Source: an optimization exercise on an open RTL-to-GDS flow (aim: small area, a short achievable clock period and few clock cycles per item). Production flows keep margins and buffers that such runs may drop. The RTL was checked by simulation tests, not by an equivalence proof against the original design. No activity file was given, so power comes from the tool's default toggle rates.

==> inputs of xenon <==
## md5_crack
module md5_crack(
  input clk,
  input reset_n,
  input start,               
  input [31:0] first,        
  input [127:0] target,      
  output done,               
  output found,              
  output [31:0] password     
    );
localparam [31:0] IV_A = 32'h67452301, IV_B = 32'hefcdab89,
                  IV_C = 32'h98badcfe, IV_D = 32'h10325476;
function [31:0] kw_rom(input [5:0] r);    
  case (r)
      6'd0: kw_rom = 32'h079ad4a8;
      6'd1: kw_rom = 32'h18f7e786;
      6'd2: kw_rom = 32'h2420715b;
      6'd3: kw_rom = 32'hc1bdceee;
      6'd4: kw_rom = 32'hf57c0faf;
      6'd5: kw_rom = 32'h4787c62a;
      6'd6: kw_rom = 32'ha8304613;
      6'd7: kw_rom = 32'hfd469501;
      6'd8: kw_rom = 32'h698098d8;
      6'd9: kw_rom = 32'h8b44f7af;
      6'd10: kw_rom = 32'hffff5bb1;
      6'd11: kw_rom = 32'h895cd7be;
      6'd12: kw_rom = 32'h6b901122;
      6'd13: kw_rom = 32'hfd987193;
      6'd14: kw_rom = 32'ha67943ce;
      6'd15: kw_rom = 32'h49b40821;
      6'd16: kw_rom = 32'h264e5592;
      6'd17: kw_rom = 32'hc040b340;
      6'd18: kw_rom = 32'h265e5a51;
      6'd19: kw_rom = 32'h19e6f7da;
      6'd20: kw_rom = 32'hd62f105d;
      6'd21: kw_rom = 32'h02441453;
      6'd22: kw_rom = 32'hd8a1e681;
      6'd23: kw_rom = 32'he7d3fbc8;
      6'd24: kw_rom = 32'h21e1cde6;
      6'd25: kw_rom = 32'hc3370816;
      6'd26: kw_rom = 32'hf4d50d87;
      6'd27: kw_rom = 32'h455a14ed;
      6'd28: kw_rom = 32'ha9e3e905;
      6'd29: kw_rom = 32'hfcefa478;
  ...
==> flow/config.mk <==
export PLATFORM = sky130hd
export DESIGN_NAME = md5_crack
export DESIGN_NICKNAME = md5_crack
export VERILOG_FILES = /design/flow/design.v
export SDC_FILE = /design/flow/constraint.sdc
export NUM_CORES = 4
export LEC_CHECK = 0
export CAP_MARGIN = 20
export CORE_MARGIN = 2
export CORE_UTILIZATION = 55
export CTS_CLUSTER_DIAMETER = 150
export CTS_CLUSTER_SIZE = 22
export SETUP_SLACK_MARGIN = 2.4
export SLEW_MARGIN = 20
==> flow/constraint.sdc <==
create_clock -name core_clock -period 5.0 [get_ports {clk}]
set_input_delay 1.0000 -clock core_clock [delete_from_list [all_inputs] [get_ports {clk}]]
set_output_delay 1.0000 -clock core_clock [all_outputs]
set_load 0.01 [all_outputs]
run.sh (not shown) runs the stock make flow with config.mk's settings and CLKGATE_MAP_FILE= SYNTH_SCRIPT=/design/flow/synth_recipe.tcl, a recipe that flattens the netlist after the stock synthesis.
==> maple: changes against xenon <==
--- a/flow/design.v
+++ b/flow/design.v
@@ -32,21 +32,21 @@
 always @(*) begin
   case (fA)
     2'd0: fa = (bA & cA) | (~bA & dA);
     2'd1: fa = (dA & bA) | (~dA & cA);
     2'd2: fa = bA ^ cA ^ dA;
     default: fa = cA ^ (bA | ~dA);
   endcase
 end
-wire [31:0] u1  = aA ^ kwA ^ vA;               
-wire [31:0] w1  = (aA & kwA) | (aA & vA) | (kwA & vA);
+wire [31:0] u1  = fa ^ aA ^ kwA;
+wire [31:0] w1  = (fa & aA) | (fa & kwA) | (aA & kwA);
 wire [31:0] w1s = {w1[30:0], 1'b0};
-wire [31:0] u2  = u1 ^ w1s ^ fa;
-wire [31:0] w2  = (u1 & w1s) | (u1 & fa) | (w1s & fa);
+wire [31:0] u2  = u1 ^ w1s ^ vA;
+wire [31:0] w2  = (u1 & w1s) | (u1 & vA) | (w1s & vA);
 wire [31:0] xB = pg_sum(uB ^ wB, uB & wB);
 wire [31:0] l0 = sC[0] ? {xC[30:0], xC[31]}    : xC;
 wire [31:0] l1 = sC[1] ? {l0[29:0], l0[31:30]} : l0;
 wire [31:0] l2 = sC[2] ? {l1[27:0], l1[31:28]} : l1;
 wire [31:0] l3 = sC[3] ? {l2[23:0], l2[31:24]} : l2;
 wire [31:0] l4 = sC[4] ? {l3[15:0], l3[31:16]} : l3;
 wire [31:0] bnD = pg_sum(pD, gD);
 always @(posedge clk) begin
@@ -175,55 +175,34 @@
 reg [4:0]  sB, sC;
 reg [31:0] vA0, vA1;    
 reg [31:0] tw;
 reg [3:0]  pc0, pc1;
 assign done     = done_r;
 assign found    = found_r;
 assign password = {base, plo};
 function [7:0] lo_plus(input [7:0] l, input [1:0] j);
-  reg [4:0] u;    
+  reg [4:0] u;
   begin
-    case ({l[3:1], j})
-      5'd0: u = 5'h00;
-      5'd1: u = 5'h01;
-      5'd2: u = 5'h02;
-      5'd3: u = 5'h03;
-      5'd4: u = 5'h02;
-      5'd5: u = 5'h03;
-      5'd6: u = 5'h04;
-      5'd7: u = 5'h05;
-      5'd8: u = 5'h04;
-      5'd9: u = 5'h05;
-      5'd10: u = 5'h06;
-      5'd11: u = 5'h07;
-      5'd12: u = 5'h06;
-      5'd13: u = 5'h07;
-      5'd14: u = 5'h08;
-      5'd15: u = 5'h09;
-      5'd16: u = 5'h08;
-      5'd17: u = 5'h09;
-      5'd18: u = 5'h10;
-      5'd19: u = 5'h11;
-      default: u = 5'h00;
-    endcase
-    lo_plus = {u[4] ? l[7:4] + 4'd1 : l[7:4], u[3:0]};
+    u = {1'b0, l[3:0]} + {3'b0, j};
+    if (u >= 5'd10) lo_plus = {l[7:4] + 4'd1, u[3:0] - 4'd10};
+    else            lo_plus = {l[7:4], u[3:0]};
   end
 endfunction
 function [7:0] lo_p4(input [7:0] l);
   if (l == 8'h96) lo_p4 = 8'h00;
   else if (l[3:0] >= 4'd6) lo_p4 = {l[7:4] + 4'd1, l[3:0] - 4'd6};
   else lo_p4 = {l[7:4], l[3:0] + 4'd4};
 endfunction
 wire        ldD = (t == 9'd510) | (t == 9'd511) | (t == 9'd0) | (t == 9'd1);
 wire [31:0] bA0, bA1;
 md5_dp dp0 (.clk(clk), .kwA(kwA), .vA(vA0), .fA(fA), .sC(sC), .ldD(ldD), .bA(bA0));
 md5_dp dp1 (.clk(clk), .kwA(kwA), .vA(vA1), .fA(fA), .sC(sC), .ldD(ldD), .bA(bA1));
 wire [8:0] t1    = t + 9'd1;
-reg  [1:0] widx;                       
+wire [1:0] widx  = t[3:2] - 2'd1;      
 wire [1:0] widxn = t1[3:2] - 2'd1;
 reg  [31:0] ivw;
 always @(*) begin
   case (widx)
     2'd0: ivw = IV_A;
     2'd1: ivw = IV_D;
     2'd2: ivw = IV_C;
     default: ivw = IV_B;
@@ -343,13 +322,12 @@
   vA0 <= (u0r ? v0_w0 : 32'd0) | (u1r ? v0_w1 : 32'd0);
   vA1 <= (u0r ? v1_w0 : 32'd0) | (u1r ? v1_w1 : 32'd0);
   case (widxn)
     2'd0: tw <= bswap(target[127:96]);
     2'd1: tw <= bswap(target[31:0]);
     2'd2: tw <= bswap(target[63:32]);
     default: tw <= bswap(target[95:64]);
   endcase
-  widx <= widxn;
   pc0 <= check(bA0, ivw, tw);
   pc1 <= check(bA1, ivw, tw);
 end
 endmodule
==> flow/config.mk (replaced) <==
export PLATFORM = sky130hd
export DESIGN_NAME = md5_crack
export DESIGN_NICKNAME = md5_crack
export VERILOG_FILES = /design/flow/design.v
export SDC_FILE = /design/flow/constraint.sdc
export NUM_CORES = 4
export LEC_CHECK = 0
export CAP_MARGIN = 20
export CORE_MARGIN = 2
export CORE_UTILIZATION = 40
export SETUP_SLACK_MARGIN = 2.7
export SLEW_MARGIN = 20
==> quartz: changes against xenon <==
--- a/flow/design.v
+++ b/flow/design.v
@@ -32,21 +32,21 @@
 always @(*) begin
   case (fA)
     2'd0: fa = (bA & cA) | (~bA & dA);
     2'd1: fa = (dA & bA) | (~dA & cA);
     2'd2: fa = bA ^ cA ^ dA;
     default: fa = cA ^ (bA | ~dA);
   endcase
 end
-wire [31:0] u1  = aA ^ kwA ^ vA;               
-wire [31:0] w1  = (aA & kwA) | (aA & vA) | (kwA & vA);
+wire [31:0] u1  = fa ^ aA ^ kwA;
+wire [31:0] w1  = (fa & aA) | (fa & kwA) | (aA & kwA);
 wire [31:0] w1s = {w1[30:0], 1'b0};
-wire [31:0] u2  = u1 ^ w1s ^ fa;
-wire [31:0] w2  = (u1 & w1s) | (u1 & fa) | (w1s & fa);
+wire [31:0] u2  = u1 ^ w1s ^ vA;
+wire [31:0] w2  = (u1 & w1s) | (u1 & vA) | (w1s & vA);
 wire [31:0] xB = pg_sum(uB ^ wB, uB & wB);
 wire [31:0] l0 = sC[0] ? {xC[30:0], xC[31]}    : xC;
 wire [31:0] l1 = sC[1] ? {l0[29:0], l0[31:30]} : l0;
 wire [31:0] l2 = sC[2] ? {l1[27:0], l1[31:28]} : l1;
 wire [31:0] l3 = sC[3] ? {l2[23:0], l2[31:24]} : l2;
 wire [31:0] l4 = sC[4] ? {l3[15:0], l3[31:16]} : l3;
 wire [31:0] bnD = pg_sum(pD, gD);
 always @(posedge clk) begin
@@ -175,55 +175,34 @@
 reg [4:0]  sB, sC;
 reg [31:0] vA0, vA1;    
 reg [31:0] tw;
 reg [3:0]  pc0, pc1;
 assign done     = done_r;
 assign found    = found_r;
 assign password = {base, plo};
 function [7:0] lo_plus(input [7:0] l, input [1:0] j);
-  reg [4:0] u;    
+  reg [4:0] u;
   begin
-    case ({l[3:1], j})
-      5'd0: u = 5'h00;
-      5'd1: u = 5'h01;
-      5'd2: u = 5'h02;
-      5'd3: u = 5'h03;
-      5'd4: u = 5'h02;
-      5'd5: u = 5'h03;
-      5'd6: u = 5'h04;
-      5'd7: u = 5'h05;
-      5'd8: u = 5'h04;
-      5'd9: u = 5'h05;
-      5'd10: u = 5'h06;
-      5'd11: u = 5'h07;
-      5'd12: u = 5'h06;
-      5'd13: u = 5'h07;
-      5'd14: u = 5'h08;
-      5'd15: u = 5'h09;
-      5'd16: u = 5'h08;
-      5'd17: u = 5'h09;
-      5'd18: u = 5'h10;
-      5'd19: u = 5'h11;
-      default: u = 5'h00;
-    endcase
-    lo_plus = {u[4] ? l[7:4] + 4'd1 : l[7:4], u[3:0]};
+    u = {1'b0, l[3:0]} + {3'b0, j};
+    if (u >= 5'd10) lo_plus = {l[7:4] + 4'd1, u[3:0] - 4'd10};
+    else            lo_plus = {l[7:4], u[3:0]};
   end
 endfunction
 function [7:0] lo_p4(input [7:0] l);
   if (l == 8'h96) lo_p4 = 8'h00;
   else if (l[3:0] >= 4'd6) lo_p4 = {l[7:4] + 4'd1, l[3:0] - 4'd6};
   else lo_p4 = {l[7:4], l[3:0] + 4'd4};
 endfunction
 wire        ldD = (t == 9'd510) | (t == 9'd511) | (t == 9'd0) | (t == 9'd1);
 wire [31:0] bA0, bA1;
 md5_dp dp0 (.clk(clk), .kwA(kwA), .vA(vA0), .fA(fA), .sC(sC), .ldD(ldD), .bA(bA0));
 md5_dp dp1 (.clk(clk), .kwA(kwA), .vA(vA1), .fA(fA), .sC(sC), .ldD(ldD), .bA(bA1));
 wire [8:0] t1    = t + 9'd1;
-reg  [1:0] widx;                       
+wire [1:0] widx  = t[3:2] - 2'd1;      
 wire [1:0] widxn = t1[3:2] - 2'd1;
 reg  [31:0] ivw;
 always @(*) begin
   case (widx)
     2'd0: ivw = IV_A;
     2'd1: ivw = IV_D;
     2'd2: ivw = IV_C;
     default: ivw = IV_B;
@@ -343,13 +322,12 @@
   vA0 <= (u0r ? v0_w0 : 32'd0) | (u1r ? v0_w1 : 32'd0);
   vA1 <= (u0r ? v1_w0 : 32'd0) | (u1r ? v1_w1 : 32'd0);
   case (widxn)
     2'd0: tw <= bswap(target[127:96]);
     2'd1: tw <= bswap(target[31:0]);
     2'd2: tw <= bswap(target[63:32]);
     default: tw <= bswap(target[95:64]);
   endcase
-  widx <= widxn;
   pc0 <= check(bA0, ivw, tw);
   pc1 <= check(bA1, ivw, tw);
 end
 endmodule
==> flow/config.mk (replaced) <==
export PLATFORM = sky130hd
export DESIGN_NAME = md5_crack
export DESIGN_NICKNAME = md5_crack
export VERILOG_FILES = /design/flow/design.v
export SDC_FILE = /design/flow/constraint.sdc
export NUM_CORES = 4
export LEC_CHECK = 0
export CAP_MARGIN = 20
export CORE_MARGIN = 2
export CORE_UTILIZATION = 55
export SETUP_SLACK_MARGIN = 2.4
export SLEW_MARGIN = 20
==> results.yml <==
worst_setup_path:
  cp.required_ns: 5.68
  cp-endpoint: "dp0.uB[11]"
  cp_max_fo: 6
logic_synthesis:
  synth-simple-area-share_pct: 11.83
  netlist_top_cells_area: "dfxtp_1, fa_1, ha_1, mux4_2, edfxtp_1"
  synth_compound_area_share_pct: 10.20
run_status:
  status: "timing/DRC/antenna clean"
timing:
  fmax_mhz: 367.1
  clock_skew_ns: 0.05350
hold_path:
  min_from: "dp1.bB[19]"
pwr:
  switching_share_pct: 37.35
  intPower_uw: 33690
floorplan:
  initial_utilization_pct: 40.36
  dieWidth_um: 376.7
route:
  wl_met3_um: 13960
  wl_met1_um: 78990
placed_design:
  hpwlAfterDp_um: 114700
layout:
  n_all_inverters: 395
That was maple.
==> results.yml <==
timing:
  fmax_mhz: 372.6
  clock_skew_ns: 0.02484
floorplan:
  initial_utilization_pct: 55.48
  dieWidth_um: 321.9
route:
  wl_met3_um: 12530
  wl_met1_um: 72210
pwr:
  power_uw: 48060
  switching_share_pct: 35.57
hold_path:
  min_from: "dp0.dD[15]"
worst_setup_path:
  cp-endpoint: "plo[2]"
  cp_max_fo: 4
run_status:
  status: "timing/DRC/antenna clean"
layout:
  n_all_inverters: 394
placed_design:
  hpwlAfterDp_um: 114700
logic_synthesis:
  synth-simple-area-share_pct: 11.83
  netlist_top_cells_area: "dfxtp_1, fa_1, ha_1, mux4_2, edfxtp_1"
That was quartz.
==> results.yml <==
logic_synthesis:
  synth-simple-area-share_pct: 12.06
  netlist_top_cells_area: "dfxtp_1, fa_1, ha_1, edfxtp_1, mux2i_1"
run_status:
  status: "timing/DRC/antenna clean"
pwr:
  switching_share_pct: 36.85
  intPower_uw: 26900
layout:
  n_all_inverters: 294
worst_setup_path:
  cp_max_fo: 5
  cp.required_ns: 5.59
placed_design:
  hpwlAfterDp_um: 110800
route:
  wl_met3_um: 11000
  wl_met1_um: 74100
timing:
  fmax_mhz: 369.6
  clock_skew_ns: 0.03530
hold_path:
  min_from: "dp1.bD[10]"
floorplan:
  dieWidth_um: 320.8
That was xenon.
Testbench counts of xenon, summed over its fixed seeds: cycles 263,255, candidates 8,001.
Testbench counts of maple, summed over its fixed seeds: cycles 263,255, candidates 8,001.
Testbench counts of quartz, summed over its fixed seeds: cycles 263,255, candidates 8,001.

## separate check: timing with driven ports
How much do the figures lean on ideal ports? The routed layouts below were timed once more, with nothing changed but the port constraints. Step 1 (the two cells are an assumption about what drives the block):
set clk [get_ports {clk}]
set_driving_cell -lib_cell sky130_fd_sc_hd__clkbuf_16 $clk
set_driving_cell -lib_cell sky130_fd_sc_hd__buf_2 [delete_from_list [all_inputs] $clk]
Step 2, shift: input delay + t, output delay - t, t = (earliest + latest rising clock arrival at the registers) / 2. This alone moves slack from input paths to output paths. Three values: ideal ports, drivers, drivers and shift; two values: the first two.
| run | shift t [ns] | setup slack, ns | slew at the worst register clock pin (ns) | pins driven straight from the clock port |
|---|---|---|---|---|
| xenon | 0.732 | 2.294 / 2.294 / 1.853 | 0.11 / 0.11 | 1 |
| maple | 0.851 | 2.276 / 2.276 / 2.057 | 0.08 / 0.08 | 1 |
| quartz | 0.819 | 2.316 / 2.284 / 1.737 | 0.07 / 0.07 | 1 |
After both steps every run listed still meets setup and hold. For quartz, which loses most, drivers alone change the setup slack by -0.032 ns; drivers and shift together by -0.579 ns.
